Context: an optimization exercise on an open-source flow, tuned for small area, a short achievable clock period and few clock cycles per item. The choices shown serve that exercise and are no tape-out recipe. The RTL was checked by simulation tests, not by an equivalence proof against the original design. Power is estimated from default activity; no workload was simulated.

==> flow/design.v <==
module DES_ECB (Clk, Reset, Start, X, KEY, OUT, RDY);
   input         Clk;
   input         Reset;
   input         Start;
   input  [63:0] X, KEY;
   output [63:0] OUT;
   output        RDY;
   reg [31:0] L, R;
   reg [55:0] CD;
   reg [3:0] cnt;
   reg        busy;
   assign RDY = ~busy;
   wire [63:0] LR_out = {R, L};
   assign OUT = {LR_out[24], LR_out[56], LR_out[16], LR_out[48], LR_out[8], LR_out[40], LR_out[0], LR_out[32], LR_out[25], LR_out[57], LR_out[17], LR_out[49], LR_out[9], LR_out[41], LR_out[1], LR_out[33], LR_out[26], LR_out[58], LR_out[18], LR_out[50], LR_out[10], LR_out[42], LR_out[2], LR_out[34], LR_out[27], LR_out[59], LR_out[19], LR_out[51], LR_out[11], LR_out[43], LR_out[3], LR_out[35], LR_out[28], LR_out[60], LR_out[20], LR_out[52], LR_out[12], LR_out[44], LR_out[4], LR_out[36], LR_out[29], LR_out[61], LR_out[21], LR_out[53], LR_out[13], LR_out[45], LR_out[5], LR_out[37], LR_out[30], LR_out[62], LR_out[22], LR_out[54], LR_out[14], LR_out[46], LR_out[6], LR_out[38], LR_out[31], LR_out[63], LR_out[23], LR_out[55], LR_out[15], LR_out[47], LR_out[7], LR_out[39]};
   wire [63:0] ipx = {X[6], X[14], X[22], X[30], X[38], X[46], X[54], X[62], X[4], X[12], X[20], X[28], X[36], X[44], X[52], X[60], X[2], X[10], X[18], X[26], X[34], X[42], X[50], X[58], X[0], X[8], X[16], X[24], X[32], X[40], X[48], X[56], X[7], X[15], X[23], X[31], X[39], X[47], X[55], X[63], X[5], X[13], X[21], X[29], X[37], X[45], X[53], X[61], X[3], X[11], X[19], X[27], X[35], X[43], X[51], X[59], X[1], X[9], X[17], X[25], X[33], X[41], X[49], X[57]};
   wire [55:0] pc1 = {KEY[7], KEY[15], KEY[23], KEY[31], KEY[39], KEY[47], KEY[55], KEY[63], KEY[6], KEY[14], KEY[22], KEY[30], KEY[38], KEY[46], KEY[54], KEY[62], KEY[5], KEY[13], KEY[21], KEY[29], KEY[37], KEY[45], KEY[53], KEY[61], KEY[4], KEY[12], KEY[20], KEY[28], KEY[1], KEY[9], KEY[17], KEY[25], KEY[33], KEY[41], KEY[49], KEY[57], KEY[2], KEY[10], KEY[18], KEY[26], KEY[34], KEY[42], KEY[50], KEY[58], KEY[3], KEY[11], KEY[19], KEY[27], KEY[35], KEY[43], KEY[51], KEY[59], KEY[36], KEY[44], KEY[52], KEY[60]};
   wire [55:0] cd0 = {pc1[54], pc1[53], pc1[52], pc1[51], pc1[50], pc1[49], pc1[48], pc1[47], pc1[46], pc1[45], pc1[44], pc1[43], pc1[42], pc1[41], pc1[40], pc1[39], pc1[38], pc1[37], pc1[36], pc1[35], pc1[34], pc1[33], pc1[32], pc1[31], pc1[30], pc1[29], pc1[28], pc1[55], pc1[26], pc1[25], pc1[24], pc1[23], pc1[22], pc1[21], pc1[20], pc1[19], pc1[18], pc1[17], pc1[16], pc1[15], pc1[14], pc1[13], pc1[12], pc1[11], pc1[10], pc1[9], pc1[8], pc1[7], pc1[6], pc1[5], pc1[4], pc1[3], pc1[2], pc1[1], pc1[0], pc1[27]};
   function [3:0] S1;
      input [5:0] a;
      begin
         case (a)
           6'd0: S1 = 4'd14;
           6'd1: S1 = 4'd0;
           6'd2: S1 = 4'd4;
           6'd3: S1 = 4'd15;
           6'd4: S1 = 4'd13;
           6'd5: S1 = 4'd7;
           6'd6: S1 = 4'd1;
           6'd7: S1 = 4'd4;
           6'd8: S1 = 4'd2;
           6'd9: S1 = 4'd14;
           6'd10: S1 = 4'd15;
           6'd11: S1 = 4'd2;
           6'd12: S1 = 4'd11;
           6'd13: S1 = 4'd13;
           6'd14: S1 = 4'd8;
           6'd15: S1 = 4'd1;
           6'd16: S1 = 4'd3;
           6'd17: S1 = 4'd10;
           6'd18: S1 = 4'd10;
           6'd19: S1 = 4'd6;
           6'd20: S1 = 4'd6;
           6'd21: S1 = 4'd12;
           6'd22: S1 = 4'd12;
           6'd23: S1 = 4'd11;
           6'd24: S1 = 4'd5;
           6'd25: S1 = 4'd9;
           6'd26: S1 = 4'd9;
           6'd27: S1 = 4'd5;
           6'd28: S1 = 4'd0;
           6'd29: S1 = 4'd3;
           6'd30: S1 = 4'd7;
           6'd31: S1 = 4'd8;
           6'd32: S1 = 4'd4;
           6'd33: S1 = 4'd15;
           6'd34: S1 = 4'd1;
           6'd35: S1 = 4'd12;
           6'd36: S1 = 4'd14;
           6'd37: S1 = 4'd8;
           6'd38: S1 = 4'd8;
           6'd39: S1 = 4'd2;
           6'd40: S1 = 4'd13;
           6'd41: S1 = 4'd4;
           6'd42: S1 = 4'd6;
           6'd43: S1 = 4'd9;
           6'd44: S1 = 4'd2;
           6'd45: S1 = 4'd1;
           6'd46: S1 = 4'd11;
           6'd47: S1 = 4'd7;
           6'd48: S1 = 4'd15;
           6'd49: S1 = 4'd5;
           6'd50: S1 = 4'd12;
           6'd51: S1 = 4'd11;
           6'd52: S1 = 4'd9;
           6'd53: S1 = 4'd3;
           6'd54: S1 = 4'd7;
           6'd55: S1 = 4'd14;
           6'd56: S1 = 4'd3;
           6'd57: S1 = 4'd10;
           6'd58: S1 = 4'd10;
           6'd59: S1 = 4'd0;
           6'd60: S1 = 4'd5;
           6'd61: S1 = 4'd6;
           6'd62: S1 = 4'd0;
           6'd63: S1 = 4'd13;
         endcase
      end
   endfunction
   function [3:0] S2;
      input [5:0] a;
      begin
         case (a)
           6'd0: S2 = 4'd15;
           6'd1: S2 = 4'd3;
           6'd2: S2 = 4'd1;
           6'd3: S2 = 4'd13;
           6'd4: S2 = 4'd8;
           6'd5: S2 = 4'd4;
           6'd6: S2 = 4'd14;
           6'd7: S2 = 4'd7;
           6'd8: S2 = 4'd6;
           6'd9: S2 = 4'd15;
           6'd10: S2 = 4'd11;
           6'd11: S2 = 4'd2;
           6'd12: S2 = 4'd3;
           6'd13: S2 = 4'd8;
           6'd14: S2 = 4'd4;
           6'd15: S2 = 4'd14;
           6'd16: S2 = 4'd9;
           6'd17: S2 = 4'd12;
           6'd18: S2 = 4'd7;
           6'd19: S2 = 4'd0;
           6'd20: S2 = 4'd2;
           6'd21: S2 = 4'd1;
           6'd22: S2 = 4'd13;
           6'd23: S2 = 4'd10;
           6'd24: S2 = 4'd12;
           6'd25: S2 = 4'd6;
           6'd26: S2 = 4'd0;
           6'd27: S2 = 4'd9;
           6'd28: S2 = 4'd5;
           6'd29: S2 = 4'd11;
           6'd30: S2 = 4'd10;
           6'd31: S2 = 4'd5;
           6'd32: S2 = 4'd0;
           6'd33: S2 = 4'd13;
           6'd34: S2 = 4'd14;
           6'd35: S2 = 4'd8;
           6'd36: S2 = 4'd7;
           6'd37: S2 = 4'd10;
           6'd38: S2 = 4'd11;
           6'd39: S2 = 4'd1;
           6'd40: S2 = 4'd10;
           6'd41: S2 = 4'd3;
           6'd42: S2 = 4'd4;
           6'd43: S2 = 4'd15;
           6'd44: S2 = 4'd13;
           6'd45: S2 = 4'd4;
           6'd46: S2 = 4'd1;
           6'd47: S2 = 4'd2;
           6'd48: S2 = 4'd5;
           6'd49: S2 = 4'd11;
           6'd50: S2 = 4'd8;
           6'd51: S2 = 4'd6;
           6'd52: S2 = 4'd12;
           6'd53: S2 = 4'd7;
           6'd54: S2 = 4'd6;
           6'd55: S2 = 4'd12;
           6'd56: S2 = 4'd9;
           6'd57: S2 = 4'd0;
           6'd58: S2 = 4'd3;
           6'd59: S2 = 4'd5;
           6'd60: S2 = 4'd2;
           6'd61: S2 = 4'd14;
           6'd62: S2 = 4'd15;
           6'd63: S2 = 4'd9;
         endcase
      end
   endfunction
   function [3:0] S3;
      input [5:0] a;
      begin
         case (a)
           6'd0: S3 = 4'd10;
           6'd1: S3 = 4'd13;
           6'd2: S3 = 4'd0;
           6'd3: S3 = 4'd7;
           6'd4: S3 = 4'd9;
           6'd5: S3 = 4'd0;
           6'd6: S3 = 4'd14;
           6'd7: S3 = 4'd9;
           6'd8: S3 = 4'd6;
           6'd9: S3 = 4'd3;
           6'd10: S3 = 4'd3;
           6'd11: S3 = 4'd4;
           6'd12: S3 = 4'd15;
           6'd13: S3 = 4'd6;
           6'd14: S3 = 4'd5;
           6'd15: S3 = 4'd10;
           6'd16: S3 = 4'd1;
           6'd17: S3 = 4'd2;
           6'd18: S3 = 4'd13;
           6'd19: S3 = 4'd8;
           6'd20: S3 = 4'd12;
           6'd21: S3 = 4'd5;
           6'd22: S3 = 4'd7;
           6'd23: S3 = 4'd14;
           6'd24: S3 = 4'd11;
           6'd25: S3 = 4'd12;
           6'd26: S3 = 4'd4;
           6'd27: S3 = 4'd11;
           6'd28: S3 = 4'd2;
           6'd29: S3 = 4'd15;
           6'd30: S3 = 4'd8;
           6'd31: S3 = 4'd1;
           6'd32: S3 = 4'd13;
           6'd33: S3 = 4'd1;
           6'd34: S3 = 4'd6;
           6'd35: S3 = 4'd10;
           6'd36: S3 = 4'd4;
           6'd37: S3 = 4'd13;
           6'd38: S3 = 4'd9;
           6'd39: S3 = 4'd0;
           6'd40: S3 = 4'd8;
           6'd41: S3 = 4'd6;
           6'd42: S3 = 4'd15;
           6'd43: S3 = 4'd9;
           6'd44: S3 = 4'd3;
           6'd45: S3 = 4'd8;
           6'd46: S3 = 4'd0;
           6'd47: S3 = 4'd7;
           6'd48: S3 = 4'd11;
           6'd49: S3 = 4'd4;
           6'd50: S3 = 4'd1;
           6'd51: S3 = 4'd15;
           6'd52: S3 = 4'd2;
           6'd53: S3 = 4'd14;
           6'd54: S3 = 4'd12;
           6'd55: S3 = 4'd3;
           6'd56: S3 = 4'd5;
           6'd57: S3 = 4'd11;
           6'd58: S3 = 4'd10;
           6'd59: S3 = 4'd5;
           6'd60: S3 = 4'd14;
           6'd61: S3 = 4'd2;
           6'd62: S3 = 4'd7;
           6'd63: S3 = 4'd12;
         endcase
      end
   endfunction
   function [3:0] S4;
      input [5:0] a;
      begin
         case (a)
           6'd0: S4 = 4'd7;
           6'd1: S4 = 4'd13;
           6'd2: S4 = 4'd13;
           6'd3: S4 = 4'd8;
           6'd4: S4 = 4'd14;
           6'd5: S4 = 4'd11;
           6'd6: S4 = 4'd3;
           6'd7: S4 = 4'd5;
           6'd8: S4 = 4'd0;
           6'd9: S4 = 4'd6;
           6'd10: S4 = 4'd6;
           6'd11: S4 = 4'd15;
           6'd12: S4 = 4'd9;
           6'd13: S4 = 4'd0;
           6'd14: S4 = 4'd10;
           6'd15: S4 = 4'd3;
           6'd16: S4 = 4'd1;
           6'd17: S4 = 4'd4;
           6'd18: S4 = 4'd2;
           6'd19: S4 = 4'd7;
           6'd20: S4 = 4'd8;
           6'd21: S4 = 4'd2;
           6'd22: S4 = 4'd5;
           6'd23: S4 = 4'd12;
           6'd24: S4 = 4'd11;
           6'd25: S4 = 4'd1;
           6'd26: S4 = 4'd12;
           6'd27: S4 = 4'd10;
           6'd28: S4 = 4'd4;
           6'd29: S4 = 4'd14;
           6'd30: S4 = 4'd15;
           6'd31: S4 = 4'd9;
           6'd32: S4 = 4'd10;
           6'd33: S4 = 4'd3;
           6'd34: S4 = 4'd6;
           6'd35: S4 = 4'd15;
           6'd36: S4 = 4'd9;
           6'd37: S4 = 4'd0;
           6'd38: S4 = 4'd0;
           6'd39: S4 = 4'd6;
           6'd40: S4 = 4'd12;
           6'd41: S4 = 4'd10;
           6'd42: S4 = 4'd11;
           6'd43: S4 = 4'd1;
           6'd44: S4 = 4'd7;
           6'd45: S4 = 4'd13;
           6'd46: S4 = 4'd13;
           6'd47: S4 = 4'd8;
           6'd48: S4 = 4'd15;
           6'd49: S4 = 4'd9;
           6'd50: S4 = 4'd1;
           6'd51: S4 = 4'd4;
           6'd52: S4 = 4'd3;
           6'd53: S4 = 4'd5;
           6'd54: S4 = 4'd14;
           6'd55: S4 = 4'd11;
           6'd56: S4 = 4'd5;
           6'd57: S4 = 4'd12;
           6'd58: S4 = 4'd2;
           6'd59: S4 = 4'd7;
           6'd60: S4 = 4'd8;
           6'd61: S4 = 4'd2;
           6'd62: S4 = 4'd4;
           6'd63: S4 = 4'd14;
         endcase
      end
   endfunction
   function [3:0] S5;
      input [5:0] a;
      begin
         case (a)
           6'd0: S5 = 4'd2;
           6'd1: S5 = 4'd14;
           6'd2: S5 = 4'd12;
           6'd3: S5 = 4'd11;
           6'd4: S5 = 4'd4;
           6'd5: S5 = 4'd2;
           6'd6: S5 = 4'd1;
           6'd7: S5 = 4'd12;
           6'd8: S5 = 4'd7;
           6'd9: S5 = 4'd4;
           6'd10: S5 = 4'd10;
           6'd11: S5 = 4'd7;
           6'd12: S5 = 4'd11;
           6'd13: S5 = 4'd13;
           6'd14: S5 = 4'd6;
           6'd15: S5 = 4'd1;
           6'd16: S5 = 4'd8;
           6'd17: S5 = 4'd5;
           6'd18: S5 = 4'd5;
           6'd19: S5 = 4'd0;
           6'd20: S5 = 4'd3;
           6'd21: S5 = 4'd15;
           6'd22: S5 = 4'd15;
           6'd23: S5 = 4'd10;
           6'd24: S5 = 4'd13;
           6'd25: S5 = 4'd3;
           6'd26: S5 = 4'd0;
           6'd27: S5 = 4'd9;
           6'd28: S5 = 4'd14;
           6'd29: S5 = 4'd8;
           6'd30: S5 = 4'd9;
           6'd31: S5 = 4'd6;
           6'd32: S5 = 4'd4;
           6'd33: S5 = 4'd11;
           6'd34: S5 = 4'd2;
           6'd35: S5 = 4'd8;
           6'd36: S5 = 4'd1;
           6'd37: S5 = 4'd12;
           6'd38: S5 = 4'd11;
           6'd39: S5 = 4'd7;
           6'd40: S5 = 4'd10;
           6'd41: S5 = 4'd1;
           6'd42: S5 = 4'd13;
           6'd43: S5 = 4'd14;
           6'd44: S5 = 4'd7;
           6'd45: S5 = 4'd2;
           6'd46: S5 = 4'd8;
           6'd47: S5 = 4'd13;
           6'd48: S5 = 4'd15;
           6'd49: S5 = 4'd6;
           6'd50: S5 = 4'd9;
           6'd51: S5 = 4'd15;
           6'd52: S5 = 4'd12;
           6'd53: S5 = 4'd0;
           6'd54: S5 = 4'd5;
           6'd55: S5 = 4'd9;
           6'd56: S5 = 4'd6;
           6'd57: S5 = 4'd10;
           6'd58: S5 = 4'd3;
           6'd59: S5 = 4'd4;
           6'd60: S5 = 4'd0;
           6'd61: S5 = 4'd5;
           6'd62: S5 = 4'd14;
           6'd63: S5 = 4'd3;
         endcase
      end
   endfunction
   function [3:0] S6;
      input [5:0] a;
      begin
         case (a)
           6'd0: S6 = 4'd12;
           6'd1: S6 = 4'd10;
           6'd2: S6 = 4'd1;
           6'd3: S6 = 4'd15;
           6'd4: S6 = 4'd10;
           6'd5: S6 = 4'd4;
           6'd6: S6 = 4'd15;
           6'd7: S6 = 4'd2;
           6'd8: S6 = 4'd9;
           6'd9: S6 = 4'd7;
           6'd10: S6 = 4'd2;
           6'd11: S6 = 4'd12;
           6'd12: S6 = 4'd6;
           6'd13: S6 = 4'd9;
           6'd14: S6 = 4'd8;
           6'd15: S6 = 4'd5;
           6'd16: S6 = 4'd0;
           6'd17: S6 = 4'd6;
           6'd18: S6 = 4'd13;
           6'd19: S6 = 4'd1;
           6'd20: S6 = 4'd3;
           6'd21: S6 = 4'd13;
           6'd22: S6 = 4'd4;
           6'd23: S6 = 4'd14;
           6'd24: S6 = 4'd14;
           6'd25: S6 = 4'd0;
           6'd26: S6 = 4'd7;
           6'd27: S6 = 4'd11;
           6'd28: S6 = 4'd5;
           6'd29: S6 = 4'd3;
           6'd30: S6 = 4'd11;
           6'd31: S6 = 4'd8;
           6'd32: S6 = 4'd9;
           6'd33: S6 = 4'd4;
           6'd34: S6 = 4'd14;
           6'd35: S6 = 4'd3;
           6'd36: S6 = 4'd15;
           6'd37: S6 = 4'd2;
           6'd38: S6 = 4'd5;
           6'd39: S6 = 4'd12;
           6'd40: S6 = 4'd2;
           6'd41: S6 = 4'd9;
           6'd42: S6 = 4'd8;
           6'd43: S6 = 4'd5;
           6'd44: S6 = 4'd12;
           6'd45: S6 = 4'd15;
           6'd46: S6 = 4'd3;
           6'd47: S6 = 4'd10;
           6'd48: S6 = 4'd7;
           6'd49: S6 = 4'd11;
           6'd50: S6 = 4'd0;
           6'd51: S6 = 4'd14;
           6'd52: S6 = 4'd4;
           6'd53: S6 = 4'd1;
           6'd54: S6 = 4'd10;
           6'd55: S6 = 4'd7;
           6'd56: S6 = 4'd1;
           6'd57: S6 = 4'd6;
           6'd58: S6 = 4'd13;
           6'd59: S6 = 4'd0;
           6'd60: S6 = 4'd11;
           6'd61: S6 = 4'd8;
           6'd62: S6 = 4'd6;
           6'd63: S6 = 4'd13;
         endcase
      end
   endfunction
   function [3:0] S7;
      input [5:0] a;
      begin
         case (a)
           6'd0: S7 = 4'd4;
           6'd1: S7 = 4'd13;
           6'd2: S7 = 4'd11;
           6'd3: S7 = 4'd0;
           6'd4: S7 = 4'd2;
           6'd5: S7 = 4'd11;
           6'd6: S7 = 4'd14;
           6'd7: S7 = 4'd7;
           6'd8: S7 = 4'd15;
           6'd9: S7 = 4'd4;
           6'd10: S7 = 4'd0;
           6'd11: S7 = 4'd9;
           6'd12: S7 = 4'd8;
           6'd13: S7 = 4'd1;
           6'd14: S7 = 4'd13;
           6'd15: S7 = 4'd10;
           6'd16: S7 = 4'd3;
           6'd17: S7 = 4'd14;
           6'd18: S7 = 4'd12;
           6'd19: S7 = 4'd3;
           6'd20: S7 = 4'd9;
           6'd21: S7 = 4'd5;
           6'd22: S7 = 4'd7;
           6'd23: S7 = 4'd12;
           6'd24: S7 = 4'd5;
           6'd25: S7 = 4'd2;
           6'd26: S7 = 4'd10;
           6'd27: S7 = 4'd15;
           6'd28: S7 = 4'd6;
           6'd29: S7 = 4'd8;
           6'd30: S7 = 4'd1;
           6'd31: S7 = 4'd6;
           6'd32: S7 = 4'd1;
           6'd33: S7 = 4'd6;
           6'd34: S7 = 4'd4;
           6'd35: S7 = 4'd11;
           6'd36: S7 = 4'd11;
           6'd37: S7 = 4'd13;
           6'd38: S7 = 4'd13;
           6'd39: S7 = 4'd8;
           6'd40: S7 = 4'd12;
           6'd41: S7 = 4'd1;
           6'd42: S7 = 4'd3;
           6'd43: S7 = 4'd4;
           6'd44: S7 = 4'd7;
           6'd45: S7 = 4'd10;
           6'd46: S7 = 4'd14;
           6'd47: S7 = 4'd7;
           6'd48: S7 = 4'd10;
           6'd49: S7 = 4'd9;
           6'd50: S7 = 4'd15;
           6'd51: S7 = 4'd5;
           6'd52: S7 = 4'd6;
           6'd53: S7 = 4'd0;
           6'd54: S7 = 4'd8;
           6'd55: S7 = 4'd15;
           6'd56: S7 = 4'd0;
           6'd57: S7 = 4'd14;
           6'd58: S7 = 4'd5;
           6'd59: S7 = 4'd2;
           6'd60: S7 = 4'd9;
           6'd61: S7 = 4'd3;
           6'd62: S7 = 4'd2;
           6'd63: S7 = 4'd12;
         endcase
      end
   endfunction
   function [3:0] S8;
      input [5:0] a;
      begin
         case (a)
           6'd0: S8 = 4'd13;
           6'd1: S8 = 4'd1;
           6'd2: S8 = 4'd2;
           6'd3: S8 = 4'd15;
           6'd4: S8 = 4'd8;
           6'd5: S8 = 4'd13;
           6'd6: S8 = 4'd4;
           6'd7: S8 = 4'd8;
           6'd8: S8 = 4'd6;
           6'd9: S8 = 4'd10;
           6'd10: S8 = 4'd15;
           6'd11: S8 = 4'd3;
           6'd12: S8 = 4'd11;
           6'd13: S8 = 4'd7;
           6'd14: S8 = 4'd1;
           6'd15: S8 = 4'd4;
           6'd16: S8 = 4'd10;
           6'd17: S8 = 4'd12;
           6'd18: S8 = 4'd9;
           6'd19: S8 = 4'd5;
           6'd20: S8 = 4'd3;
           6'd21: S8 = 4'd6;
           6'd22: S8 = 4'd14;
           6'd23: S8 = 4'd11;
           6'd24: S8 = 4'd5;
           6'd25: S8 = 4'd0;
           6'd26: S8 = 4'd0;
           6'd27: S8 = 4'd14;
           6'd28: S8 = 4'd12;
           6'd29: S8 = 4'd9;
           6'd30: S8 = 4'd7;
           6'd31: S8 = 4'd2;
           6'd32: S8 = 4'd7;
           6'd33: S8 = 4'd2;
           6'd34: S8 = 4'd11;
           6'd35: S8 = 4'd1;
           6'd36: S8 = 4'd4;
           6'd37: S8 = 4'd14;
           6'd38: S8 = 4'd1;
           6'd39: S8 = 4'd7;
           6'd40: S8 = 4'd9;
           6'd41: S8 = 4'd4;
           6'd42: S8 = 4'd12;
           6'd43: S8 = 4'd10;
           6'd44: S8 = 4'd14;
           6'd45: S8 = 4'd8;
           6'd46: S8 = 4'd2;
           6'd47: S8 = 4'd13;
           6'd48: S8 = 4'd0;
           6'd49: S8 = 4'd15;
           6'd50: S8 = 4'd6;
           6'd51: S8 = 4'd12;
           6'd52: S8 = 4'd10;
           6'd53: S8 = 4'd9;
           6'd54: S8 = 4'd13;
           6'd55: S8 = 4'd0;
           6'd56: S8 = 4'd15;
           6'd57: S8 = 4'd3;
           6'd58: S8 = 4'd3;
           6'd59: S8 = 4'd5;
           6'd60: S8 = 4'd5;
           6'd61: S8 = 4'd6;
           6'd62: S8 = 4'd8;
           6'd63: S8 = 4'd11;
         endcase
      end
   endfunction
   function [31:0] F;
      input [31:0] r;
      input [47:0] k;
      reg [47:0] t;
      reg [31:0] s;
      begin
         t = {r[0], r[31], r[30], r[29], r[28], r[27], r[28], r[27], r[26], r[25], r[24], r[23], r[24], r[23], r[22], r[21], r[20], r[19], r[20], r[19], r[18], r[17], r[16], r[15], r[16], r[15], r[14], r[13], r[12], r[11], r[12], r[11], r[10], r[9], r[8], r[7], r[8], r[7], r[6], r[5], r[4], r[3], r[4], r[3], r[2], r[1], r[0], r[31]} ^ k;
         s = {S1(t[47:42]), S2(t[41:36]), S3(t[35:30]), S4(t[29:24]),
              S5(t[23:18]), S6(t[17:12]), S7(t[11:6]), S8(t[5:0])};
         F = {s[16], s[25], s[12], s[11], s[3], s[20], s[4], s[15], s[31], s[17], s[9], s[6], s[27], s[14], s[1], s[22], s[30], s[24], s[8], s[18], s[0], s[5], s[29], s[23], s[13], s[19], s[2], s[26], s[10], s[21], s[28], s[7]};
      end
   endfunction
   wire [31:0] l0 = L, r0 = R;
   reg [55:0] kcd0;
   always @* begin
      kcd0 = {CD[55], CD[54], CD[53], CD[52], CD[51], CD[50], CD[49], CD[48], CD[47], CD[46], CD[45], CD[44], CD[43], CD[42], CD[41], CD[40], CD[39], CD[38], CD[37], CD[36], CD[35], CD[34], CD[33], CD[32], CD[31], CD[30], CD[29], CD[28], CD[27], CD[26], CD[25], CD[24], CD[23], CD[22], CD[21], CD[20], CD[19], CD[18], CD[17], CD[16], CD[15], CD[14], CD[13], CD[12], CD[11], CD[10], CD[9], CD[8], CD[7], CD[6], CD[5], CD[4], CD[3], CD[2], CD[1], CD[0]};
   end
   wire [47:0] k0 = {kcd0[42], kcd0[39], kcd0[45], kcd0[32], kcd0[55], kcd0[51], kcd0[53], kcd0[28], kcd0[41], kcd0[50], kcd0[35], kcd0[46], kcd0[33], kcd0[37], kcd0[44], kcd0[52], kcd0[30], kcd0[48], kcd0[40], kcd0[49], kcd0[29], kcd0[36], kcd0[43], kcd0[54], kcd0[15], kcd0[4], kcd0[25], kcd0[19], kcd0[9], kcd0[1], kcd0[26], kcd0[16], kcd0[5], kcd0[11], kcd0[23], kcd0[8], kcd0[12], kcd0[7], kcd0[17], kcd0[0], kcd0[22], kcd0[3], kcd0[10], kcd0[14], kcd0[6], kcd0[20], kcd0[27], kcd0[24]};
   wire [31:0] l1 = r0;
   wire [31:0] r1 = l0 ^ F(r0, k0);
   reg [55:0] cd_next;
   always @* begin
      case (cnt)
        0: cd_next = {CD[54], CD[53], CD[52], CD[51], CD[50], CD[49], CD[48], CD[47], CD[46], CD[45], CD[44], CD[43], CD[42], CD[41], CD[40], CD[39], CD[38], CD[37], CD[36], CD[35], CD[34], CD[33], CD[32], CD[31], CD[30], CD[29], CD[28], CD[55], CD[26], CD[25], CD[24], CD[23], CD[22], CD[21], CD[20], CD[19], CD[18], CD[17], CD[16], CD[15], CD[14], CD[13], CD[12], CD[11], CD[10], CD[9], CD[8], CD[7], CD[6], CD[5], CD[4], CD[3], CD[2], CD[1], CD[0], CD[27]};
        7: cd_next = {CD[54], CD[53], CD[52], CD[51], CD[50], CD[49], CD[48], CD[47], CD[46], CD[45], CD[44], CD[43], CD[42], CD[41], CD[40], CD[39], CD[38], CD[37], CD[36], CD[35], CD[34], CD[33], CD[32], CD[31], CD[30], CD[29], CD[28], CD[55], CD[26], CD[25], CD[24], CD[23], CD[22], CD[21], CD[20], CD[19], CD[18], CD[17], CD[16], CD[15], CD[14], CD[13], CD[12], CD[11], CD[10], CD[9], CD[8], CD[7], CD[6], CD[5], CD[4], CD[3], CD[2], CD[1], CD[0], CD[27]};
        14: cd_next = {CD[54], CD[53], CD[52], CD[51], CD[50], CD[49], CD[48], CD[47], CD[46], CD[45], CD[44], CD[43], CD[42], CD[41], CD[40], CD[39], CD[38], CD[37], CD[36], CD[35], CD[34], CD[33], CD[32], CD[31], CD[30], CD[29], CD[28], CD[55], CD[26], CD[25], CD[24], CD[23], CD[22], CD[21], CD[20], CD[19], CD[18], CD[17], CD[16], CD[15], CD[14], CD[13], CD[12], CD[11], CD[10], CD[9], CD[8], CD[7], CD[6], CD[5], CD[4], CD[3], CD[2], CD[1], CD[0], CD[27]};
        default: cd_next = {CD[53], CD[52], CD[51], CD[50], CD[49], CD[48], CD[47], CD[46], CD[45], CD[44], CD[43], CD[42], CD[41], CD[40], CD[39], CD[38], CD[37], CD[36], CD[35], CD[34], CD[33], CD[32], CD[31], CD[30], CD[29], CD[28], CD[55], CD[54], CD[25], CD[24], CD[23], CD[22], CD[21], CD[20], CD[19], CD[18], CD[17], CD[16], CD[15], CD[14], CD[13], CD[12], CD[11], CD[10], CD[9], CD[8], CD[7], CD[6], CD[5], CD[4], CD[3], CD[2], CD[1], CD[0], CD[27], CD[26]};
      endcase
   end
   always @(posedge Clk) begin
      if (Reset)
         busy <= 1'b0;
      else if (Start)
         busy <= 1'b1;
      else if (cnt == 4'd15)
         busy <= 1'b0;
      if (Start)
         cnt <= 4'd0;
      else
         cnt <= cnt + 1'b1;
      if (Start)
         CD <= cd0;
      else
         CD <= cd_next;
      if (Start)
         {L, R} <= ipx;
      else if (busy)
         {L, R} <= {l1, r1};
   end
endmodule
==> flow/run.sh <==
#!/bin/bash
# synth_recipe.tcl (not shown) runs the flow's synth.tcl, then flattens the netlist and writes it again
# the make line also repeats each setting of config.mk as NAME=value (left out here)
make -C /OpenROAD-flow-scripts/flow DESIGN_CONFIG=/design/flow/config.mk WORK_HOME=/design/flow/orfs CLKGATE_MAP_FILE= SYNTH_SCRIPT=/design/flow/synth_recipe.tcl finish
==> flow/config.mk <==
export PLATFORM = sky130hd
export DESIGN_NAME = DES_ECB
export DESIGN_NICKNAME = DES_ECB
export VERILOG_FILES = /design/flow/design.v
export SDC_FILE = /design/flow/constraint.sdc
export NUM_CORES = 4
export LEC_CHECK = 0
export CAP_MARGIN = 20
export CORE_MARGIN = 2
export CORE_UTILIZATION = 40
export SETUP_SLACK_MARGIN = 2
export SLEW_MARGIN = 20
==> flow/constraint.sdc <==
create_clock -name core_clock -period 6.0 [get_ports {Clk}]
set_input_delay 1.2000 -clock core_clock [delete_from_list [all_inputs] [get_ports {Clk}]]
set_output_delay 1.2000 -clock core_clock [all_outputs]
set_load 0.01 [all_outputs]
==> impl_metrics.tcl, run 1 <==
set metrics [dict create \
    outcome "timing/DRC/antenna clean" \
    placeableCoreArea_um2 27780 \
    asyncSetResetFlopFracSynth_pct 0 \
    holdWs_ns 0.4650 \
    postRouteAntennaNets 0 \
    drc_errors 0 \
    dp_worst_setup_slack_ns 2.482 \
    worst_slew_pin_slew_ns 1.088 \
    p_leak_nw 5.417 \
    synth_top_area_cell "edfxtp_1" \
    seqCellArea_um2 3143 \
    finish.utilization_pct 50.41 \
    cp-endpoint "R[2]" \
    post_layout_nonfiller_instances 1734 \
    post-route-cell-area_um2 14010 \
    finalSetupViolations 0 \
    nets_final 1536 \
    num_rows 61 \
    viasPerCell 5.715 \
    gp_congestion 0.9248 \
    place.detailed.hpwl_mm 24.44 \
    total_routed_length_mm 33.83 \
    synth-seq-cells 125 \
    cts_post_setup_buffers_inserted 0 \
    number_of_antenna_violations_at_the_first_check_in_global_routing 0 \
    yosys.area_share.xor_xnor_pct 10.31 \
    max-slew-margin-rel_pct 26.92 \
    clock-root-buffer "clkbuf_16" \
    final.setup.tns_ns 0 \
    adder_cell_share_of_the_synthesized_area_pct 6.871 \
    floorplan.io_pins 196 \
    grt_max_degree 90 \
    initial_core_util_pct 40.64 \
    first_pass_iters 5 \
    crit_path_start "R[19]" \
    instance_count_after_placement_with_tap_cells_included 1702 \
    critical_path_required_ns 6.17 \
    insertedDiodeCount 0 \
    cts_hold_buf 0 \
    yosys.area.top_type_share_pct 17.02 \
    timing.final.crit_share_pct 58.54 \
    grt-ovfl-total 0 \
    final.fill_count 2597 \
    synth_warnings 1 \
    port_buffers 187 \
    clock.fmax_mhz 284.7 \
    layout.cells.most_common_list "186 x clkdlybuf4s50_1, 132 x nand2_1, 111 x mux2i_1" \
    area_share_of_and_or_nand_nor_cells_after_synthesis_pct 11.94 \
    tritoncts "built" \
    critical_path.slowest_cell "xor2_1" \
    synthTopCellsByArea "edfxtp_1 17%, dfxtp_1 11%, mux2i_1 9.8%" \
    endpoint_type_of_the_worst_setup_path "register" \
    first_global_vias 9247 \
    syn_to_final_growth_pct 24.06 \
    critical_path_peak_fanout 14 \
    fp.dieArea_um2 29580 \
    clock-skew-final_ns 0.01042 \
    final_hold_viol_count 0 \
    worstSkewPairLatency_ns 0.44 \
    max-vdd-ir-drop_v 0.0002570 \
    max_cap_viol_count 0 \
    synth_top_family_by_area "multiplexers" \
    crit_chain "xor2_1 -> ha_1 -> inv_1 -> mux2i_1 -> mux4_2 -> o32ai_1 -> xnor2_1 -> o21ai_1" \
    netlist-cell-type-count 75 \
    final-max-slew-violation-count 0 \
    global_route.usage.total_pct 22.83 \
    finalCriticalPeriod_ns 3.512 \
    synth_nets 1388 \
    ctsResizeCount 0 \
    worstSetupPathDepth 8 \
    htreeDepth 4 \
    vias 9910 \
    timing.critical_path.slowest_cell_delay_ns 0.71 \
    worst_r2r_dst "R[2]" \
    drt-initial-drc-count 926 \
    most_common_flop_cell_mapped_by_yosys "edfxtp_1" \
    clock_tree.buffer_depth 2 \
    cp.arrival_ns 3.69 \
    critPathTopFamily "XOR/XNOR gates" \
    synth_sequential_area_ratio_pct 27.84 \
    grt_setup_unrepaired "false" \
    power_mw 8.935 \
    placement.cell_area_um2 13400 \
    pwr_density_cell_nw_per_um2 637.9 \
    grt_pass1_wl_mm 52.03 \
    layout_commonest_cell "clkdlybuf4s50_1" \
    die-width_um 172 \
    routed_wire_length_per_instance_um 19.51 \
    area_of_the_multi_input_gates_um2 7624 \
    worst-r2r-cell-count 8 \
    post_synth_mux_area_share_pct 21.18 \
    post_synth.cell_area_avg_um2 9.447 \
    cts_made_buffers 17 \
    rrSetupSlack_ns 2.49 \
    worstHoldPathType "register to register" \
    cts_num_sinks 125 \
    netlist_instances 1195 \
    layout_setup_ws_ns 2.488 \
    cp.buffers_inverters 1 \
    fp.dieH_um 172 \
    clk_pin_slew_ns 0.06 \
    fraction_of_layout_instances_using_a_drive_strength_above_1_pct 11.80 \
    compound_gate_portion_of_the_synthesized_area_pct 16.82 \
    r2r_start "R[19]" \
    syn-cell-area_um2 11290 \
    synth_edf_count 64 \
    timing.setup.critical_path_class "register to register" \
    critPathLaunchType "register" \
]
## metal layers
metal  global-route usage, %  vias up  wire length [µm]
met5                       0        -                 0
met1                   31.19     4763             15180
li1                        -     4755                 -
met3                   3.616       37              2136
met2                   37.61      355             15960
met4                   6.065        0               556
## worst register-to-register path: stages (launching register included)
cell and delay (ns):
edfxtp_1 0.51, xor2_1 0.72, ha_1 0.45, inv_1 0.36, mux2i_1 0.13, mux4_2 0.48
o32ai_1 0.34, xnor2_1 0.19, o21ai_1 0.07
## cell type report
| type | instances | share of cell area [%] |
|---|---|---|
| Clock buffer | 20 | 3.341 |
| Timing Repair Buffer | 203 | 14.23 |
| Tap cell | 378 | 3.377 |
| Sequential cell | 125 | 22.44 |
| Clock inverter | 12 | 0.7593 |
| Inverter | 51 | 1.420 |
| Multi-Input combinational cell | 945 | 54.43 |
## logic make-up (layout without fill, tap and decap cells)
| kind of cell | count (synthesis) | count (layout) |
|---|---|---|
| AOI/OAI and AO/OA | 279 | 279 |
| xor gates and xnor gates | 114 | 114 |
| adders and majority gates | 62 | 62 |
| buffers and inverters | 125 | 286 |
| DFF | 125 | 125 |
| muxes | 189 | 189 |
| and+or+nand+nor | 301 | 301 |
## synth_stat cells (4+ instances only)
cell type    n
mux2_2      43
xnor2_2      6
ha_1        62
o21a_1       4
o32ai_1      5
inv_1       45
clkbuf_8     6
nand2_1    133
o21ai_0     91
nand3_1     38
xnor2_1     54
a211oi_1    24
nor2b_1      5
a211o_1      4
a2111oi_0    4
nor2_1      52
o21ai_1      4
a311oi_1     6
o221ai_1     4
nor3_1      34
o2111ai_1   11
xor2_2       6
mux4_2      33
a31oi_1     11
nand4_1     10
o311ai_0     4
o31ai_1      6
nor4_1       7
mux2i_1    111
a311o_1      5
edfxtp_1    64
buf_2       14
and3_1       6
a22o_1       5
clkbuf_1    51
dfxtp_1     61
a221oi_1     4
xor2_1      44
o211ai_1    31
a21oi_1     24
## sequential cells by signal, indices dropped and copies added, names as in the netlist
register	cells
cnt	4
CD	56
L	32
busy	1
R	32
## worst min-delay path by stage
stage | start | endpoint | slack [ns] | cells past startpoint
after floorplan | cnt[0] | cnt[0] | 0.41 | 1
after CTS | cnt[0] | cnt[0] | 0.46 | 1
after global placement | cnt[0] | cnt[0] | 0.43 | 1
after global routing | cnt[0] | cnt[0] | 0.50 | 1
after detailed placement | cnt[0] | cnt[0] | 0.44 | 1
final | cnt[0] | cnt[0] | 0.46 | 1
## power by group
part	switching (mW)	internal, mW
registers	0.446	1.21
clock network	0.446	0.609
logic	3.37	2.86
Testbench counts, summed over its fixed seeds: cycles 8,704, items 512.
==> run 2: changes to the inputs <==
--- a/flow/config.mk
+++ b/flow/config.mk
@@ -8,5 +8,5 @@
 export CAP_MARGIN = 20
 export CORE_MARGIN = 2
 export CORE_UTILIZATION = 40
-export SETUP_SLACK_MARGIN = 2
+export SETUP_SLACK_MARGIN = 3
 export SLEW_MARGIN = 20
==> impl_metrics.tcl, run 2 <==
set metrics [dict create \
    grt_pass1_wl_mm 53.54 \
    floorplan.io_pins 196 \
    worstSkewPairLatency_ns 0.44 \
    timing.setup.critical_path_class "register to output port" \
    p_leak_nw 5.615 \
    netlist_instances 1195 \
    whs_endpoint "cnt[0]" \
    synth_warnings 1 \
    synth-seq-cells 125 \
    netlist-cell-type-count 75 \
    net-switching-power_mw 4.412 \
    synth_sequential_area_ratio_pct 27.84 \
    cp.arrival_ns 1.81 \
    viasPerCell 5.755 \
    synthTopCellsByCount "133 x nand2_1, 111 x mux2i_1, 91 x o21ai_0, 64 x edfxtp_1, 62 x ha_1" \
    final-max-slew-violation-count 0 \
    most_common_flop_cell_mapped_by_yosys "edfxtp_1" \
    critical_path_required_ns 4.80 \
    synth_edf_count 64 \
    place.detailed.hpwl_mm 24.80 \
    synthTopCellsByArea "edfxtp_1 17%, dfxtp_1 11%, mux2i_1 9.8%" \
    fp.dieArea_um2 29580 \
    timing.final.crit_share_pct 50.11 \
    crit_chain "clkdlybuf4s50_1" \
    post-route-cell-area_um2 14560 \
    endpoint_type_of_the_worst_setup_path "output port" \
    clock_tree.buffer_depth 2 \
    tritoncts "built" \
    flip_flop_count_of_the_largest_register_after_layout 56 \
    cts_num_sinks 125 \
    number_of_antenna_violations_at_the_first_check_in_global_routing 0 \
    first_pass_iters 5 \
    yosys.area.top_type_share_pct 17.02 \
    synth_top_area_cell "edfxtp_1" \
    worst_r2r_dst "R[0]" \
    max-vdd-ir-drop_v 0.0002056 \
    final.setup.tns_ns 0 \
    clock.fmax_mhz 332.6 \
    worstSetupPathDepth 1 \
    total_routed_length_mm 34.93 \
    pwr-share-comb_pct 71.3 \
    clk_pin_slew_ns 0.06 \
    first_global_vias 9484 \
    grt_setup_unrepaired "true" \
    hold_path_startpoint "cnt[0]" \
    fraction_of_layout_instances_using_a_drive_strength_above_1_pct 15.17 \
    post_synth.cell_area_avg_um2 9.447 \
    vias 10141 \
    die-width_um 172 \
    initial_core_util_pct 40.64 \
    grt_max_degree 94 \
    drc_errors 0 \
    clock-skew-final_ns 0.01067 \
    clkPwrFrac_pct 11.2 \
    final.fill_count 2583 \
    critical_path_peak_fanout 5 \
    pwr-share-seq_pct 17.5 \
    syn_to_final_growth_pct 28.99 \
    critPathTopFamily "flip-flops" \
    netSwitchingFraction_pct 47.07 \
    rrSetupSlack_ns 3.09 \
    cp.buffers_inverters 1 \
    timing.critical_path.slowest_cell_delay_ns 0.69 \
    placeableCoreArea_um2 27780 \
    p_int_mw 4.962 \
    cts_hold_buf 0 \
    worstHoldPathType "register to register" \
    final_hold_viol_count 0 \
    syn-cell-area_um2 11290 \
    finalCriticalPeriod_ns 3.007 \
    worst_slew_pin_slew_ns 1.057 \
    drt-initial-drc-count 815 \
    finalSetupViolations 0 \
    largest_register "CD" \
    synth_nets 1388 \
    routed_wire_length_per_instance_um 19.82 \
    layout.cells.most_common_list "186 x clkdlybuf4s50_1, 132 x nand2_1, 111 x mux2i_1" \
    nets_final 1564 \
    synth_most_common_cell "nand2_1" \
    power_mw 9.374 \
    port_buffers 187 \
    insertedDiodeCount 0 \
    placement.cell_area_um2 13430 \
    max-slew-margin-rel_pct 29.31 \
    num_rows 61 \
    fp.dieH_um 172 \
    pwr_density_cell_nw_per_um2 643.7 \
    global_route.usage.total_pct 23.38 \
    postRouteAntennaNets 0 \
    layout_commonest_cell "clkdlybuf4s50_1" \
    grt-ovfl-total 0 \
    critical_path.slowest_cell "edfxtp_1" \
    gp_congestion 0.9130 \
    min_delay_path_depth 1 \
    htreeDepth 4 \
    asyncSetResetFlopFracSynth_pct 0 \
    critPathLaunchType "register" \
    clock-root-buffer "clkbuf_16" \
    cts_made_buffers 17 \
    worst-r2r-cell-count 10 \
    outcome "timing/DRC/antenna clean" \
    max_cap_viol_count 0 \
    r2r_start "R[4]" \
]
==> run 2: cell counts after synthesis <==
No cell type changed its count.
==> run 2: cell families (layout without fill, tap and decap cells) <==
family | after synthesis | in the layout | share of synthesized area [%]
buffers and inverters | 125 | 314 | 5.043
multiplexers | 189 | 189 | 21.18
adder cells (fa/ha/maj) | 62 | 62 | 6.871
AO/OA/AOI/OAI | 279 | 279 | 16.82
flip-flops | 125 | 125 | 27.84
AND/OR/NAND/NOR | 301 | 301 | 11.94
XOR/XNOR | 114 | 114 | 10.31
==> run 2: through the flow <==
| step | instances | setup slack (ns) | utilization (%) | hold slack, ns |
|---|---|---|---|---|
| 2_1_floorplan | 1195 | 3.037 | - | 0.4141 |
| 6_report | 1762 | 2.993 | 52.42 | 0.4538 |
| 3_3_place_gp | 1703 | 2.655 | 48.31 | 0.4313 |
| 5_1_grt | 1762 | 2.936 | 52.42 | 0.4903 |
| 4_1_cts | 1747 | 2.957 | 51.54 | 0.4557 |
| 3_5_place_dp | 1703 | 2.625 | 48.34 | 0.4416 |
==> run 2: worst reg2reg max path, cell delays in order, from the launching register on <==
cell and delay, ns:
edfxtp_1 0.41, buf_12 0.17, xor2_4 0.22, buf_4 0.16
inv_2 0.13, ha_1 0.18, inv_1 0.04, mux4_2 0.44
mux4_2 0.53, xnor2_1 0.14, mux2_2 0.25
==> run 2: how the worst max path moves through the flow <==
stage,slack [ns],start,to
2_1_floorplan,3.04,R[3],R[0]
3_3_place_gp,2.65,R[19],R[2]
3_5_place_dp,2.63,R[19],R[2]
4_1_cts,2.96,R[19],R[2]
5_1_grt,2.94,R[15],R[31]
6_report,2.99,R[12],OUT[26]
==> run 2: power by group through the flow <==
stage,logic [mW],clock network [mW],registers [mW]
after floorplan,4.66,0,1.55
after global placement,6.08,0,1.67
after detailed placement,6.16,0,1.67
after CTS,6.38,1.06,1.67
after global routing,7.28,1.10,1.68
final,6.68,1.05,1.64
==> run 2: routing by layer <==
metal / share of wire, % / wire, µm / global-route usage [%] / up-vias
met5: 0 / 0 / 0 / -
met4: 1.5 / 538 / 6.284 / 0
met3: 5.2 / 1831 / 3.616 / 36
met2: 47 / 16470 / 37.98 / 300
met1: 46 / 16090 / 32.43 / 4981
li1: - / - / - / 4824
==> run 2: layout make-up <==
type	count	area [µm²]	area share (%)
inverters	51	202.7	1.392
flip-flops and latches	125	3143	21.58
clock inverters	11	75.07	0.5155
well taps	378	473.0	3.248
repair buffers	231	2241	15.39
clock buffers	21	504.2	3.463
multi-input cells	945	7924	54.41
==> run 2: timing repair <==
action,CTS,global route
setup buffers,12,15
pin swaps,1,3
resized for setup,24,14
setup endpoints to repair,23,20
==> run 3: changes to the inputs <==
--- a/flow/config.mk
+++ b/flow/config.mk
@@ -8,5 +8,5 @@
 export CAP_MARGIN = 20
 export CORE_MARGIN = 2
 export CORE_UTILIZATION = 40
-export SETUP_SLACK_MARGIN = 3
+export SETUP_SLACK_MARGIN = 4
 export SLEW_MARGIN = 20
==> impl_metrics.tcl, run 3 <==
set metrics [dict create \
    synthTopCellsByCount "133 x nand2_1, 111 x mux2i_1, 91 x o21ai_0, 64 x edfxtp_1, 62 x ha_1" \
    syn-cell-area_um2 11290 \
    timing.critical_path.slowest_cell_delay_ns 0.54 \
    layout.cells.most_common_list "174 x buf_4, 130 x nand2_1, 121 x clkdlybuf4s50_1" \
    rrSetupSlack_ns 3.24 \
    synth_edf_count 64 \
    finalCriticalPeriod_ns 2.761 \
    asyncSetResetFlopFracSynth_pct 0 \
    netlist_instances 1195 \
    grt-ovfl-total 0 \
    syn_to_final_growth_pct 57.72 \
    fraction_of_layout_instances_using_a_drive_strength_above_1_pct 40.34 \
    grt_setup_unrepaired "true" \
    clock_tree.buffer_depth 2 \
    critical_path.slowest_cell "mux4_2" \
    worst-r2r-cell-count 7 \
    min_delay_path_depth 1 \
    clk_pin_slew_ns 0.06 \
    port_buffers 187 \
    vias 11255 \
    first_pass_iters 6 \
    clock-root-buffer "clkbuf_16" \
    max-vdd-ir-drop_v 0.0002932 \
    insertedDiodeCount 0 \
    max-slew-margin-rel_pct 33.97 \
    floorplan.io_pins 196 \
    pwr_density_cell_nw_per_um2 681.9 \
    layout_commonest_cell "buf_4" \
    yosys.area.top_type_share_pct 17.02 \
    cpMostUsedCell "mux4_2" \
    tritoncts "built" \
    viasPerCell 5.679 \
    htreeDepth 4 \
    final_hold_viol_count 0 \
    netlist-cell-type-count 75 \
    synth_most_common_cell "nand2_1" \
    placeableCoreArea_um2 27780 \
    gp_congestion 0.9111 \
    routed_wire_length_per_instance_um 20.57 \
    most_common_flop_cell_mapped_by_yosys "edfxtp_1" \
    post-route-cell-area_um2 17810 \
    num_rows 61 \
    outcome "timing/DRC/antenna clean" \
    timing.final.crit_share_pct 46.02 \
    p_leak_nw 7.058 \
    whs_endpoint "cnt[0]" \
    final.setup.tns_ns 0 \
    fp.dieArea_um2 29580 \
    worstSkewPairLatency_ns 0.43 \
    clock.fmax_mhz 362.2 \
    flip_flop_count_of_the_largest_register_after_layout 56 \
    r2r_start "R[27]" \
    final.fill_count 2277 \
    grt_max_degree 69 \
    first_global_vias 10560 \
    fp.dieH_um 172 \
    timing.setup.critical_path_class "register to register" \
    global_route.usage.total_pct 26.06 \
    postRouteAntennaNets 0 \
    drc_errors 0 \
    crit_chain "xor2_4 -> inv_4 -> ha_4 -> mux4_2 -> mux4_2 -> xnor2_1 -> mux2_4" \
    cts_num_sinks 125 \
    post_synth.cell_area_avg_um2 9.447 \
    critical_path_required_ns 6.17 \
    synth_top_area_cell "edfxtp_1" \
    worst_slew_pin_slew_ns 0.9834 \
    finalSetupViolations 0 \
    synth_sequential_area_ratio_pct 27.84 \
    cts_made_buffers 17 \
    initial_core_util_pct 40.64 \
    synth-seq-cells 125 \
    endpoint_type_of_the_worst_setup_path "register" \
    drt-initial-drc-count 952 \
    cp.arrival_ns 2.94 \
    largest_register "CD" \
    synthTopCellsByArea "edfxtp_1 17%, dfxtp_1 11%, mux2i_1 9.8%" \
    place.detailed.hpwl_mm 25.18 \
    worstHoldPathType "register to register" \
    nets_final 1784 \
    synth_nets 1388 \
    die-width_um 172 \
    grt_pass1_wl_mm 58.95 \
    max_cap_viol_count 0 \
    instance_count_after_placement_with_tap_cells_included 1699 \
    final-max-slew-violation-count 0 \
    critPathLaunchType "register" \
    layout_setup_ws_ns 3.239 \
    number_of_antenna_violations_at_the_first_check_in_global_routing 0 \
    finish.utilization_pct 64.09 \
    clock-skew-final_ns 0.01140 \
    total_routed_length_mm 40.78 \
    dp_worst_setup_slack_ns 2.720 \
    worst_r2r_dst "R[1]" \
    placement.cell_area_um2 13930 \
    hold_path_startpoint "cnt[0]" \
    synth_warnings 1 \
    critical_path_peak_fanout 4 \
    post_layout_nonfiller_instances 1982 \
]
==> run 3: cell types whose count changed in the layout (fill, tap and decap cells not counted), sizes merged <==
cell / change
a22o: +2
clkbuf: -1
clkdlybuf4s50: -65
xor2: +1
clkinvlp: +4
nand2: +1
clkinv: +1
inv: -3
bufinv: +2
bufbuf: +1
buf: +277
==> run 3: power breakdown <==
group / internal [mW] / switching (mW)
Sequential: 1.20 / 0.260
Combinational: 4.85 / 4.77
Clock: 0.620 / 0.443
Total: 6.67 / 5.48
==> run 3: kinds of logic (layout without fill, tap and decap cells) <==
family	Yosys count	in the layout	share of synthesized area, %
simple gates	301	302	11.94
compound gates	279	281	16.82
mux	189	189	21.18
flops	125	125	27.84
buf+inv	125	530	5.043
xor+xnor	114	115	10.31
fa+ha+maj	62	62	6.871
==> run 3: final cells by class <==
| class | count | area (µm²) | share of cell area (%) |
|---|---|---|---|
| well taps | 378 | 473.0 | 2.656 |
| flip-flops and latches | 125 | 3144 | 17.66 |
| inverters | 51 | 276.5 | 1.553 |
| repair buffers | 446 | 4105 | 23.06 |
| repair inverters | 1 | 6.256 | 0.03513 |
| clock inverters | 14 | 155.1 | 0.8713 |
| multi-input cells | 949 | 9216 | 51.76 |
| clock buffers | 18 | 429.2 | 2.410 |
==> run 3: critical path: cells and delay by family, from the launching register on <==
kind | cells | cell delay (ns)
xor+xnor | 2 | 0.45
mux | 3 | 1.28
fa+ha+maj | 1 | 0.18
flops | 1 | 0.52
buf+inv | 1 | 0.09
==> run 3: routing by layer <==
layer / track usage [%] / vias to the layer above / wire length [µm]
met5: 0 / - / 0
met1: 33.03 / 5521 / 17170
li1: - / 5261 / -
met4: 10.12 / 0 / 1187
met2: 43.83 / 414 / 19910
met3: 5.104 / 59 / 2509
==> run 3: how the worst max path moves through the flow <==
| stage | start | end | slack [ns] | cells past startpoint |
|---|---|---|---|---|
| after global routing | R[28] | R[1] | 3.18 | 9 |
| after detailed placement | Start | R[18] | 2.72 | 5 |
| after global placement | Start | R[18] | 2.72 | 5 |
| after CTS | R[27] | OUT[38] | 3.19 | 3 |
| after floorplan | R[28] | R[1] | 3.22 | 7 |
| final | R[27] | R[1] | 3.24 | 7 |
==> run 3: repair_timing <==
item	4_1_cts	5_1_grt
setup endpoints to repair	247	169
cloned	4	3
pin swaps	39	64
resized for setup	436	139
hold buffers	0	0
setup buffers	182	62
==> run 3: per-stage QoR <==
step | power (mW) | hold WS [ns]
after detailed placement | 8.279 | 0.4399
after global placement | 8.197 | 0.4265
after global routing | 12.86 | 0.4741
after floorplan | 6.758 | 0.4141
final | 12.14 | 0.4579
after CTS | 11.08 | 0.4547
==> run 4: changes to the inputs <==
--- a/flow/config.mk
+++ b/flow/config.mk
@@ -8,5 +8,4 @@
 export CAP_MARGIN = 20
 export CORE_MARGIN = 2
 export CORE_UTILIZATION = 40
-export SETUP_SLACK_MARGIN = 4
 export SLEW_MARGIN = 20
==> impl_metrics.tcl, run 4 <==
set metrics [dict create \
    fp.dieH_um 172 \
    yosys.area.top_type_share_pct 17.02 \
    layout_commonest_cell "clkdlybuf4s50_1" \
    finalCriticalPeriod_ns 3.512 \
    worstHoldPathType "register to register" \
    tritoncts "built" \
    flip_flop_count_of_the_largest_register_after_layout 56 \
    timing.critical_path.slowest_cell_delay_ns 0.71 \
    endpoint_type_of_the_worst_setup_path "register" \
    clk_pin_slew_ns 0.06 \
    viasPerCell 5.715 \
    final_hold_viol_count 0 \
    grt_setup_unrepaired "false" \
    layout_setup_ws_ns 2.488 \
    drc_errors 0 \
    first_global_vias 9247 \
    layout.cells.most_common_list "186 x clkdlybuf4s50_1, 132 x nand2_1, 111 x mux2i_1" \
    fraction_of_layout_instances_using_a_drive_strength_above_1_pct 11.80 \
    netlist_instances 1195 \
    final.fill_count 2597 \
    p_leak_nw 5.417 \
    critical_path.slowest_cell "xor2_1" \
    global_route.usage.total_pct 22.83 \
    max-slew-margin-rel_pct 26.92 \
    cp.arrival_ns 3.69 \
    critical_path_peak_fanout 14 \
    num_rows 61 \
    synth-seq-cells 125 \
    crit_chain "xor2_1 -> ha_1 -> inv_1 -> mux2i_1 -> mux4_2 -> o32ai_1 -> xnor2_1 -> o21ai_1" \
    critPathTopFamily "XOR/XNOR gates" \
    most_common_flop_cell_mapped_by_yosys "edfxtp_1" \
    floorplan.io_pins 196 \
    vias 9910 \
    critical_path_required_ns 6.17 \
    netSwitchingFraction_pct 47.68 \
    max_cap_viol_count 0 \
    net-switching-power_mw 4.261 \
    cts_post_setup_buffers_inserted 0 \
    cp.buffers_inverters 1 \
    synth_top_area_cell "edfxtp_1" \
    synth_edf_count 64 \
    synth_sequential_area_ratio_pct 27.84 \
    place.detailed.hpwl_mm 24.44 \
    asyncSetResetFlopFracSynth_pct 0 \
    total_routed_length_mm 33.83 \
    number_of_antenna_violations_at_the_first_check_in_global_routing 0 \
    htreeDepth 4 \
    final-max-slew-violation-count 0 \
    timing.setup.critical_path_class "register to register" \
    final.setup.tns_ns 0 \
    post_synth.cell_area_avg_um2 9.447 \
    routed_wire_length_per_instance_um 19.51 \
    clock-root-buffer "clkbuf_16" \
    synthTopCellsByArea "edfxtp_1 17%, dfxtp_1 11%, mux2i_1 9.8%" \
    worstSkewPairLatency_ns 0.44 \
    cts_num_sinks 125 \
    netlist-cell-type-count 75 \
    gp_congestion 0.9248 \
    finalSetupViolations 0 \
    pwr_density_cell_nw_per_um2 637.9 \
    insertedDiodeCount 0 \
    synth_most_common_cell "nand2_1" \
    initial_core_util_pct 40.64 \
    post-route-cell-area_um2 14010 \
    grt_pass1_wl_mm 52.03 \
    power_mw 8.935 \
    max-vdd-ir-drop_v 0.0002570 \
    nets_final 1536 \
    clock-skew-final_ns 0.01042 \
    synth_nets 1388 \
    cts_hold_buf 0 \
    clock_tree.buffer_depth 2 \
    die-width_um 172 \
    synthTopCellsByCount "133 x nand2_1, 111 x mux2i_1, 91 x o21ai_0, 64 x edfxtp_1, 62 x ha_1" \
    critPathLaunchType "register" \
    dp_worst_setup_slack_ns 2.482 \
    syn-cell-area_um2 11290 \
    worst_slew_pin_slew_ns 1.088 \
    pwr-share-comb_pct 69.7 \
    placeableCoreArea_um2 27780 \
    finish.utilization_pct 50.41 \
    placement.cell_area_um2 13400 \
    clkPwrFrac_pct 11.8 \
    fp.dieArea_um2 29580 \
    largest_register "CD" \
    grt_max_degree 90 \
    drt-initial-drc-count 926 \
    syn_to_final_growth_pct 24.06 \
    outcome "timing/DRC/antenna clean" \
    first_pass_iters 5 \
    cts_made_buffers 17 \
    grt-ovfl-total 0 \
    timing.final.crit_share_pct 58.54 \
    clock.fmax_mhz 284.7 \
    postRouteAntennaNets 0 \
    pwr-share-seq_pct 18.5 \
    p_int_mw 4.675 \
    port_buffers 187 \
    ctsResizeCount 0 \
    synth_warnings 1 \
]
-- run 4: worst reg2reg max path, stage by stage (launching register included) --
cell and delay [ns]:
edfxtp_1 0.51, xor2_1 0.72, ha_1 0.45, inv_1 0.36, mux2i_1 0.13, mux4_2 0.48
o32ai_1 0.34, xnor2_1 0.19, o21ai_1 0.07
-- run 4: through the flow --
stage / cells / hold WS (ns)
6_report: 1734 / 0.4650
3_5_place_dp: 1702 / 0.4408
4_1_cts: 1734 / 0.4634
3_3_place_gp: 1702 / 0.4309
2_1_floorplan: 1195 / 0.4141
5_1_grt: 1734 / 0.4989
-- run 4: area by class of cell --
| class | count | area [µm²] | area share [%] |
|---|---|---|---|
| Clock inverter | 12 | 106.4 | 0.7593 |
| Sequential cell | 125 | 3143 | 22.44 |
| Tap cell | 378 | 473.0 | 3.377 |
| Clock buffer | 20 | 467.9 | 3.341 |
| Inverter | 51 | 198.9 | 1.420 |
| Timing Repair Buffer | 203 | 1993 | 14.23 |
| Multi-Input combinational cell | 945 | 7624 | 54.43 |
-- run 4: path summary, 6_finish.rpt --
path | start | endpoint | slack (ns) | cells after the start
worst min-delay path | cnt[0] | cnt[0] | 0.46 | 1
worst max-delay path | R[19] | R[2] | 2.49 | 8
worst min register to register | cnt[0] | cnt[0] | 0.46 | 1
worst max register to register | R[19] | R[2] | 2.49 | 8
-- run 4: power groups by stage --
| stage | clock network, mW | logic [mW] | registers, mW |
|---|---|---|---|
| after floorplan | 0 | 4.65 | 1.55 |
| after global placement | 0 | 6.06 | 1.68 |
| after detailed placement | 0 | 6.13 | 1.68 |
| after CTS | 1.07 | 6.17 | 1.67 |
| after global routing | 1.10 | 6.81 | 1.69 |
| final | 1.06 | 6.23 | 1.65 |
-- run 4: cells by family after synthesis --
| group | Yosys count | share of synthesized area, % |
|---|---|---|
| AOI/OAI and AO/OA | 279 | 16.82 |
| buffers and inverters | 125 | 5.043 |
| xor gates and xnor gates | 114 | 10.31 |
| and+or+nand+nor | 301 | 11.94 |
| DFF | 125 | 27.84 |
| muxes | 189 | 21.18 |
| adders and majority gates | 62 | 6.871 |
-- run 4: routing by layer --
layer | vias to the layer above | wire, µm | track usage, %
met1 | 4763 | 15180 | 31.19
met4 | 0 | 556 | 6.065
met2 | 355 | 15960 | 37.61
li1 | 4755 | - | -
met5 | - | 0 | 0
met3 | 37 | 2136 | 3.616

[afterwards: timing with drivers on the ports]
No port has a modelled driver above. Below, the same layouts with a new extraction and two added sets of constraints. Step 1, drivers: a clkbuf_16 drives Clk and a buf_2 each remaining input, both assumed. Step 2 also shifts input and output timing later by t, the mid clock arrival at the registers, as if the neighbouring blocks saw the same clock. a / b / c = ideal ports / drivers / drivers and shift; a / b = the first two.
run	shift t [ns]	setup slack, ns	hold slack, ns
run 1	0.478	2.488 / 2.488 / 2.488	0.465 / 0.465 / 0.465
run 2	0.476	2.993 / 2.948 / 2.777	0.454 / 0.454 / 0.454
run 3	0.472	3.239 / 3.239 / 3.239	0.458 / 0.458 / 0.458
run 4	0.478	2.488 / 2.488 / 2.488	0.465 / 0.465 / 0.465
After both steps every run listed still meets setup and hold. The setup slack of run 2, which loses most, moves by -0.045 ns with the drivers and by -0.216 ns with both steps.
